This is an optimization exercise on Yosys and OpenROAD, whose aim is small area, not a production implementation.
At most, simulation tests tie the RTL to the original design; equivalence was not proved.
Power figures rest on the tool's default switching activity, not on a simulated workload.

==> inputs of trial 66 <==
==> flow/design.v <==
module VGA_controller(CLK, RST, xpos, ypos, H_sync_out, V_sync_out, ADDR);
	input CLK, RST;
	output reg [9:0] xpos;
	output reg [9:0] ypos;
	output H_sync_out, V_sync_out;
	output reg [17:0] ADDR;
	wire x_end = xpos[9] & xpos[8] & (&xpos[4:0]);    
	wire y_end = ypos[9] & (&ypos[3:0]);              
	always @(posedge CLK)
		if (RST | (x_end & y_end)) begin
			xpos <= 0;
			ypos <= 0;
			ADDR <= 18'd253244;                       
		end else if (x_end) begin
			xpos <= 0;
			ypos <= ypos + 1'b1;
			ADDR <= ADDR - 18'd359;
		end else begin
			xpos <= xpos + 1'b1;
			ADDR <= ADDR + 1'b1;
		end
	assign H_sync_out = ~((xpos >= 660) & (xpos <= 754));
	assign V_sync_out = ~(ypos[9:1] == 9'd247);       
endmodule
module VBUFF_controller(xpos, ypos, P1_xpos, P1_ypos, P2_xpos, P2_ypos, VRAM_in, LOSS_flag, COLOR_OUT);
	input [9:0] xpos, ypos;
	input [9:0] P1_xpos, P2_xpos;
	input [8:0] P1_ypos, P2_ypos;
	input VRAM_in;
	output LOSS_flag;
	output [7:0] COLOR_OUT;
	wire data_on = (xpos < 640) & (ypos < 480);
	wire outline = (xpos < 100) | (xpos >= 540) | (ypos < 20) | (ypos >= 460);
	wire wall1 = (P1_xpos <= 100) | (P1_xpos >= 540) | (P1_ypos <= 20) | (P1_ypos >= 460);
	wire wall2 = (P2_xpos <= 100) | (P2_xpos >= 540) | (P2_ypos <= 20) | (P2_ypos >= 460);
	wire x_p1 = (xpos == P1_xpos);
	wire x_p2 = (xpos == P2_xpos);
	wire trail1 = x_p1 & (xpos == {1'b0, P1_ypos}) & VRAM_in;
	wire trail2 = x_p2 & (xpos == {1'b0, P2_ypos}) & VRAM_in;
	wire meet = (P1_xpos == P2_xpos) & (P1_ypos == P2_ypos);
	wire p1_lost = wall1 | trail1;
	assign LOSS_flag = p1_lost | wall2 | trail2 | meet;
	wire p1_here = x_p1 & (ypos == {1'b0, P1_ypos});
	wire p2_here = x_p2 & (ypos == {1'b0, P2_ypos});
	wire t1, t2;
	LOSS_TEXT ltext(.xpos(xpos), .ypos(ypos), .t_p1_lost(t1), .t_p2_lost(t2));
	wire text = p1_lost ? t1 : t2;
	wire field = ~LOSS_flag & ~outline;
	wire red   = LOSS_flag ? text : (field & ~p1_here & p2_here);
	wire green = field & p1_here;
	wire blue1 = field & ~p1_here & ~p2_here & VRAM_in;
	wire blue0 = ~LOSS_flag & outline;
	assign COLOR_OUT = {red, red, red, green, green, green, blue1, blue0} & {8{data_on}};
endmodule
module LOSS_TEXT(xpos, ypos, t_p1_lost, t_p2_lost);
	input [9:0] xpos, ypos;
	output t_p1_lost, t_p2_lost;
	wire xa = (223 <= xpos) & (xpos <= 260);
	wire xb = (261 <= xpos) & (xpos <= 297);
	wire xc = (298 <= xpos) & (xpos <= 334);
	wire xd = (372 <= xpos) & (xpos <= 488);
	wire y0 = (28 <= ypos) & (ypos <= 65);
	wire y1 = (66 <= ypos) & (ypos <= 102);
	wire y2 = (103 <= ypos) & (ypos <= 139);
	wire y3 = (140 <= ypos) & (ypos <= 213);
	wire p_common = (y0 & (xa | xb | xc | xd)) | (y1 & (xa | xc)) | (y2 & (xa | xb | xc)) | (y3 & xa);
	wire p2_extra = y3 & xd;                        
	wire p1_extra = (y1 | y2 | y3) & xd;            
	wire w0 = (286 <= ypos) & (ypos <= 323);
	wire w1 = (324 <= ypos) & (ypos <= 360);
	wire w2 = (361 <= ypos) & (ypos <= 397);
	wire w3 = (398 <= ypos) & (ypos <= 434);
	wire w4 = (435 <= ypos) & (ypos <= 471);
	wire c1 = (52 <= xpos) & (xpos <= 88);
	wire c2 = (89 <= xpos) & (xpos <= 125);
	wire c3 = (126 <= xpos) & (xpos <= 162);
	wire c4 = (163 <= xpos) & (xpos <= 199);
	wire c5 = (200 <= xpos) & (xpos <= 236);
	wire c6 = (274 <= xpos) & (xpos <= 310);
	wire c7 = (348 <= xpos) & (xpos <= 384);
	wire c8 = (385 <= xpos) & (xpos <= 421);
	wire c9 = (422 <= xpos) & (xpos <= 458);
	wire c10 = (496 <= xpos) & (xpos <= 532);
	wire c11 = (533 <= xpos) & (xpos <= 569);
	wire c12 = (570 <= xpos) & (xpos <= 606);
	wire wcol = c1 | c3 | c5 | c6 | c7 | c9;
	wire wins = (w0 & (wcol | c8 | c10 | c11 | c12)) |
	            (w1 & (wcol | c10)) |
	            (w2 & (wcol | c10 | c11 | c12)) |
	            (w3 & (wcol | c2 | c4 | c12)) |
	            (w4 & (wcol | c2 | c4 | c10 | c11 | c12));
	assign t_p1_lost = p_common | p2_extra | wins;
	assign t_p2_lost = p_common | p1_extra | wins;
endmodule
module PLAYERS(CLK, RST, LOSS_flag, P1_left, P1_right, P2_left, P2_right,
	P1_xpos, P1_ypos, P2_xpos, P2_ypos, WEB, ADDR_B);
	input CLK, RST, LOSS_flag;
	input P1_left, P1_right, P2_left, P2_right;
	output reg [9:0] P1_xpos, P2_xpos;
	output reg [8:0] P1_ypos, P2_ypos;           
	output WEB;
	output [17:0] ADDR_B;
	reg [1:0] P1_dir, P2_dir;
	reg [1:0] P1_last, P2_last;                  
	reg fresh;                                   
	reg [1:0] phase;
	reg [13:0] sub;
	wire sub_end = (sub == 14'b01011110001010);   
	wire sub_zero = (sub == 14'd0);
	wire [13:0] sub_next = {sub[12:0], ~(sub[13] ^ sub[12] ^ sub[11] ^ sub[1])};
	wire tick = ~LOSS_flag;
	wire move = tick & sub_end & (&phase);
	always @(posedge CLK)
		if (RST) begin
			phase <= 0;
			sub <= 0;
		end else if (tick) begin
			if (sub_end) begin
				sub <= 0;
				phase <= phase + 1'b1;
			end else
				sub <= sub_next;
		end
	assign WEB = phase[1] | (~phase[0] & ~sub_zero);
	wire d1l, d1r, d2l, d2r;
	DEBOUNCE P1L(CLK, RST, P1_left, d1l);
	DEBOUNCE P1R(CLK, RST, P1_right, d1r);
	DEBOUNCE P2L(CLK, RST, P2_left, d2l);
	DEBOUNCE P2R(CLK, RST, P2_right, d2r);
	wire [1:0] P1_dir_r = RST ? 2'd1 : P1_dir;
	wire [1:0] P2_dir_r = RST ? 2'd3 : P2_dir;
	always @(posedge CLK) begin
		P1_dir <= d1l ? P1_dir_r - 1'b1 : d1r ? P1_dir_r + 1'b1 : P1_dir_r;
		P2_dir <= d2l ? P2_dir_r - 1'b1 : d2r ? P2_dir_r + 1'b1 : P2_dir_r;
	end
	always @(posedge CLK)
		if (RST) begin
			P1_xpos <= 300;
			P1_ypos <= 240;
			P2_xpos <= 340;
			P2_ypos <= 240;
			fresh <= 1;
		end else if (move) begin
			fresh <= 0;
			P1_last <= P1_dir;
			P2_last <= P2_dir;
			case (P1_dir)
				2'd0: P1_ypos <= P1_ypos - 1'b1;
				2'd1: P1_xpos <= P1_xpos + 1'b1;
				2'd2: P1_ypos <= P1_ypos + 1'b1;
				2'd3: P1_xpos <= P1_xpos - 1'b1;
			endcase
			case (P2_dir)
				2'd0: P2_ypos <= P2_ypos - 1'b1;
				2'd1: P2_xpos <= P2_xpos + 1'b1;
				2'd2: P2_ypos <= P2_ypos + 1'b1;
				2'd3: P2_xpos <= P2_xpos - 1'b1;
			endcase
		end
	wire sel1 = ~phase[1];
	wire [9:0] xs = fresh ? 10'd0 : sel1 ? P1_xpos : P2_xpos;
	wire [8:0] ys = fresh ? 9'd0 : sel1 ? P1_ypos : P2_ypos;
	wire [1:0] ls = sel1 ? P1_last : P2_last;
	reg [17:0] k;
	always @(*)
		if (fresh) k = -18'd8900;
		else case (ls)
			2'd0: k = -18'd8900 + 18'd440;       
			2'd1: k = -18'd8900 - 18'd1;         
			2'd2: k = -18'd8900 - 18'd440;       
			default: k = -18'd8900 + 18'd1;      
		endcase
	assign ADDR_B = xs + 18'd440 * ys + k;
endmodule
module DEBOUNCE(clk, rst, button, button_down);
	input clk, rst, button;
	output button_down;
	reg sync_0, sync_1, state;
	reg [16:0] cnt;
	always @(posedge clk) begin
		sync_0 <= rst | ~button;
		sync_1 <= rst | sync_0;
	end
	wire idle = (state == sync_1);
	wire ovf = (cnt == 17'b11111111100000001);
	always @(posedge clk)
		if (rst) begin
			cnt <= 0;
			state <= 1'b1;
		end else if (idle | ovf) begin
			cnt <= 0;
			if (~idle) state <= ~state;
		end else
			cnt <= {cnt[15:0], ~(cnt[16] ^ cnt[13])};
	assign button_down = ~state & ~idle & ovf;
endmodule
module TRON_game(CLK, P1_left, P1_right, P2_left, P2_right, H_sync_out, V_sync_out, COLOR_OUT, RST,
	VRAM_ADDR_A, VRAM_WE_A, VRAM_DOUT_A, VRAM_ADDR_B, VRAM_WE_B);
	input CLK, RST;
	input P1_left, P1_right, P2_left, P2_right;
	output H_sync_out, V_sync_out;
	output [7:0] COLOR_OUT;
	output [17:0] VRAM_ADDR_A;
	output VRAM_WE_A;
	input VRAM_DOUT_A;
	output [17:0] VRAM_ADDR_B;
	output VRAM_WE_B;
	wire [9:0] xpos, ypos;
	wire [9:0] P1_xpos, P2_xpos;
	wire [8:0] P1_ypos, P2_ypos;
	wire LOSS_flag;
	wire douta = VRAM_DOUT_A & ~RST;
	assign VRAM_WE_A = RST;
	VGA_controller display(.CLK(CLK), .RST(RST), .xpos(xpos), .ypos(ypos),
		.H_sync_out(H_sync_out), .V_sync_out(V_sync_out), .ADDR(VRAM_ADDR_A));
	VBUFF_controller vmem(.xpos(xpos), .ypos(ypos), .P1_xpos(P1_xpos), .P1_ypos(P1_ypos),
		.P2_xpos(P2_xpos), .P2_ypos(P2_ypos), .VRAM_in(douta), .LOSS_flag(LOSS_flag), .COLOR_OUT(COLOR_OUT));
	PLAYERS controls(.CLK(CLK), .RST(RST), .LOSS_flag(LOSS_flag),
		.P1_left(P1_left), .P1_right(P1_right), .P2_left(P2_left), .P2_right(P2_right),
		.P1_xpos(P1_xpos), .P1_ypos(P1_ypos), .P2_xpos(P2_xpos), .P2_ypos(P2_ypos),
		.WEB(VRAM_WE_B), .ADDR_B(VRAM_ADDR_B));
endmodule
==> flow/run.sh <==
#!/bin/bash
# synth_recipe.tcl (not shown) runs the flow's synth.tcl, then flattens the netlist and writes it again
# the make line also repeats each setting of config.mk as NAME=value (left out here)
make -C /OpenROAD-flow-scripts/flow DESIGN_CONFIG=/design/flow/config.mk WORK_HOME=/design/flow/orfs CLKGATE_MAP_FILE= SYNTH_SCRIPT=/design/flow/synth_recipe.tcl finish
==> flow/config.mk <==
export PLATFORM = sky130hd
export DESIGN_NAME = TRON_game
export DESIGN_NICKNAME = TRON_game
export VERILOG_FILES = /design/flow/design.v
export SDC_FILE = /design/flow/constraint.sdc
export NUM_CORES = 4
export LEC_CHECK = 0
export CAP_MARGIN = 20
export CORE_MARGIN = 2
export CORE_UTILIZATION = 40
export PLACE_DENSITY = 0.6
export SLEW_MARGIN = 20
==> flow/constraint.sdc <==
create_clock -name core_clock -period 40.0 [get_ports {CLK}]
set_input_delay 8.0000 -clock core_clock [delete_from_list [all_inputs] [get_ports {CLK}]]
set_output_delay 8.0000 -clock core_clock [all_outputs]
set_load 0.01 [all_outputs]
==> build 23 (differences from trial 66) <==
--- a/flow/design.v
+++ b/flow/design.v
@@ -3,21 +3,33 @@
 	output reg [9:0] xpos;
 	output reg [9:0] ypos;
 	output H_sync_out, V_sync_out;
-	output reg [17:0] ADDR;
+	output [17:0] ADDR;
+	reg [14:0] hi;
+	assign ADDR = {hi, ~xpos[2], xpos[1:0]};
 	wire x_end = xpos[9] & xpos[8] & (&xpos[4:0]);    
 	wire y_end = ypos[9] & (&ypos[3:0]);              
+	wire lo_wrap = ~xpos[2] & xpos[1] & xpos[0];      
+	wire [14:0] k = {{9{x_end}}, 1'b0, x_end, 2'b00, x_end, x_end | lo_wrap};
+	wire [14:0] hi_sum;
+	wire [15:0] cy;
+	assign cy[0] = 1'b0;
+	genvar i;
+	generate for (i = 0; i < 15; i = i + 1) begin : add
+		assign hi_sum[i] = hi[i] ^ k[i] ^ cy[i];
+		assign cy[i+1] = (hi[i] & k[i]) | (cy[i] & (hi[i] ^ k[i]));
+	end endgenerate
 	always @(posedge CLK)
 		if (RST | (x_end & y_end)) begin
 			xpos <= 0;
 			ypos <= 0;
-			ADDR <= 18'd253244;                       
-		end else if (x_end) begin
-			xpos <= 0;
-			ypos <= ypos + 1'b1;
-			ADDR <= ADDR - 18'd359;
+			hi <= 15'd31655;                           
 		end else begin
-			xpos <= xpos + 1'b1;
-			ADDR <= ADDR + 1'b1;
+			hi <= hi_sum;
+			if (x_end) begin
+				xpos <= 0;
+				ypos <= ypos + 1'b1;
+			end else
+				xpos <= xpos + 1'b1;
 		end
 	assign H_sync_out = ~((xpos >= 660) & (xpos <= 754));
 	assign V_sync_out = ~(ypos[9:1] == 9'd247);       
@@ -96,13 +108,10 @@
 	P1_xpos, P1_ypos, P2_xpos, P2_ypos, WEB, ADDR_B);
 	input CLK, RST, LOSS_flag;
 	input P1_left, P1_right, P2_left, P2_right;
-	output reg [9:0] P1_xpos, P2_xpos;
-	output reg [8:0] P1_ypos, P2_ypos;           
+	output [9:0] P1_xpos, P2_xpos;
+	output [8:0] P1_ypos, P2_ypos;               
 	output WEB;
 	output [17:0] ADDR_B;
-	reg [1:0] P1_dir, P2_dir;
-	reg [1:0] P1_last, P2_last;                  
-	reg fresh;                                   
 	reg [1:0] phase;
 	reg [13:0] sub;
 	wire sub_end = (sub == 14'b01011110001010);   
@@ -127,50 +136,81 @@
 	DEBOUNCE P1R(CLK, RST, P1_right, d1r);
 	DEBOUNCE P2L(CLK, RST, P2_left, d2l);
 	DEBOUNCE P2R(CLK, RST, P2_right, d2r);
+	reg [1:0] P1_dir, P2_dir;
 	wire [1:0] P1_dir_r = RST ? 2'd1 : P1_dir;
 	wire [1:0] P2_dir_r = RST ? 2'd3 : P2_dir;
 	always @(posedge CLK) begin
 		P1_dir <= d1l ? P1_dir_r - 1'b1 : d1r ? P1_dir_r + 1'b1 : P1_dir_r;
 		P2_dir <= d2l ? P2_dir_r - 1'b1 : d2r ? P2_dir_r + 1'b1 : P2_dir_r;
 	end
+	reg [9:0] P1_xold, P2_xold;
+	reg [8:0] P1_yold, P2_yold;
+	reg [1:0] P1_last, P2_last;
+	reg fresh;                                   
+	STEP #(10) s1x(P1_xold, P1_last[0], P1_last[1], P1_xpos);
+	STEP #(9)  s1y(P1_yold, ~P1_last[0], ~P1_last[1], P1_ypos);
+	STEP #(10) s2x(P2_xold, P2_last[0], P2_last[1], P2_xpos);
+	STEP #(9)  s2y(P2_yold, ~P2_last[0], ~P2_last[1], P2_ypos);
 	always @(posedge CLK)
 		if (RST) begin
-			P1_xpos <= 300;
-			P1_ypos <= 240;
-			P2_xpos <= 340;
-			P2_ypos <= 240;
+			P1_xold <= 299;
+			P1_yold <= 240;
+			P1_last <= 2'd1;
+			P2_xold <= 341;
+			P2_yold <= 240;
+			P2_last <= 2'd3;
 			fresh <= 1;
 		end else if (move) begin
+			P1_xold <= P1_xpos;
+			P1_yold <= P1_ypos;
+			P1_last <= P1_dir;
+			P2_xold <= P2_xpos;
+			P2_yold <= P2_ypos;
+			P2_last <= P2_dir;
 			fresh <= 0;
-			P1_last <= P1_dir;
-			P2_last <= P2_dir;
-			case (P1_dir)
-				2'd0: P1_ypos <= P1_ypos - 1'b1;
-				2'd1: P1_xpos <= P1_xpos + 1'b1;
-				2'd2: P1_ypos <= P1_ypos + 1'b1;
-				2'd3: P1_xpos <= P1_xpos - 1'b1;
-			endcase
-			case (P2_dir)
-				2'd0: P2_ypos <= P2_ypos - 1'b1;
-				2'd1: P2_xpos <= P2_xpos + 1'b1;
-				2'd2: P2_ypos <= P2_ypos + 1'b1;
-				2'd3: P2_xpos <= P2_xpos - 1'b1;
-			endcase
 		end
-	wire sel1 = ~phase[1];
-	wire [9:0] xs = fresh ? 10'd0 : sel1 ? P1_xpos : P2_xpos;
-	wire [8:0] ys = fresh ? 9'd0 : sel1 ? P1_ypos : P2_ypos;
-	wire [1:0] ls = sel1 ? P1_last : P2_last;
-	reg [17:0] k;
-	always @(*)
-		if (fresh) k = -18'd8900;
-		else case (ls)
-			2'd0: k = -18'd8900 + 18'd440;       
-			2'd1: k = -18'd8900 - 18'd1;         
-			2'd2: k = -18'd8900 - 18'd440;       
-			default: k = -18'd8900 + 18'd1;      
-		endcase
-	assign ADDR_B = xs + 18'd440 * ys + k;
+	wire s1 = ~fresh & ~phase[1];
+	wire s2 = ~fresh & phase[1];
+	wire [9:0] xs = (P1_xold & {10{s1}}) | (P2_xold & {10{s2}});
+	wire [8:0] ys = (P1_yold & {9{s1}}) | (P2_yold & {9{s2}});
+	ADDR440 ab(xs, ys, ADDR_B);
+endmodule
+module STEP(in, en, dn, out);
+	parameter W = 10;
+	input [W-1:0] in;
+	input en, dn;
+	output [W-1:0] out;
+	wire [W-1:0] b = {{(W-1){en & dn}}, en};
+	wire [W:0] cy;
+	assign cy[0] = 1'b0;
+	genvar i;
+	generate for (i = 0; i < W; i = i + 1) begin : add
+		assign out[i] = in[i] ^ b[i] ^ cy[i];
+		assign cy[i+1] = (in[i] & b[i]) | (cy[i] & (in[i] ^ b[i]));
+	end endgenerate
+endmodule
+module ADDR440(x, y, a);
+	input [9:0] x;
+	input [8:0] y;
+	output [17:0] a;
+	wire [17:0] t0 = {8'd0, x};
+	wire [17:0] t1 = {y, 9'd0};
+	wire [17:0] t2 = ~{3'd0, y, 6'd0};
+	wire [17:0] t3 = ~{6'd0, y, 3'd0};
+	wire [17:0] t4 = -18'd8900 + 18'd2;
+	wire [17:0] s1 = t0 ^ t1 ^ t2;
+	wire [17:0] c1 = {(t0 & t1) | (t0 & t2) | (t1 & t2), 1'b0};
+	wire [17:0] s2 = s1 ^ c1 ^ t3;
+	wire [17:0] c2 = {(s1 & c1) | (s1 & t3) | (c1 & t3), 1'b0};
+	wire [17:0] s3 = s2 ^ c2 ^ t4;
+	wire [17:0] c3 = {(s2 & c2) | (s2 & t4) | (c2 & t4), 1'b0};
+	wire [18:0] cy;
+	assign cy[0] = 1'b0;
+	genvar i;
+	generate for (i = 0; i < 18; i = i + 1) begin : add
+		assign a[i] = s3[i] ^ c3[i] ^ cy[i];
+		assign cy[i+1] = (s3[i] & c3[i]) | (cy[i] & (s3[i] ^ c3[i]));
+	end endgenerate
 endmodule
 module DEBOUNCE(clk, rst, button, button_down);
 	input clk, rst, button;
- CTS_BUF_LIST: unset -> sky130_fd_sc_hd__clkbuf_8
- CTS_CLUSTER_DIAMETER: unset -> 100
- CTS_CLUSTER_SIZE: unset -> 30
==> qor summary <==
quantity	trial 66	build 23
Result of the run	finished clean	finished clean
Power drawn by the combinational cells	0.0000142 W	0.0000113 W
Gp weighted congestion	0.905	0.882
Layout-stage area growth over the synthesis result	10.6%	10.1%
Least setup slack across all paths after layout	20320 ps	20990 ps
Clock transition at path regs	90 ps	110 ps
Vias in the first global route	10500	8399
Part of the power in the clock network	0.479	0.410
Area fraction in and, or, nand and nor cells after synthesis	0.219	0.207
Sum of net half-perimeters after detailed placement	22600 um	18300 um
Number of ordinary inverters in the final layout	98	113
Maximum number of pins on one net before global-route repair	65	52
Initial cell density of the core	0.407	0.404
Pwr dens	25.9 nW/um^2	25.6 nW/um^2
Finished Layout Cells	2025	1684
Sequential power share	0.483	0.556
Area of the placeable core	32500 sq um	28500 sq um
The RTL of build 23 was laid out without a check of its function.

separate check: timing with driven ports:
No port has a modelled driver above. Below, the same layouts with a new extraction and two added sets of constraints. Step 1, drivers: a clkbuf_16 drives CLK and a buf_2 each remaining input, both assumed. Step 2 times the ports against the registers' clock, not the clock port: input delays grow and output delays shrink by t, the midpoint of the rising clock arrivals with the driver on. Slacks: ideal / step 1 / step 2; pairs: ideal / step 1.
run	t, ns	slack for setup (ns)	hold WS [ns]	clock arrival spread, ns	worst slew at a driven data input, ns
trial 66	0.482	20.323 / 20.298 / 20.298	0.413 / 0.413 / 0.413	0.018 / 0.018	0.04
build 23	0.504	20.989 / 20.960 / 20.960	0.424 / 0.424 / 0.424	0.022 / 0.021	0.04
After both steps setup and hold are still met in every run listed. For build 23, which loses most, drivers alone change the setup slack by -0.029 ns; drivers and shift together by -0.029 ns.
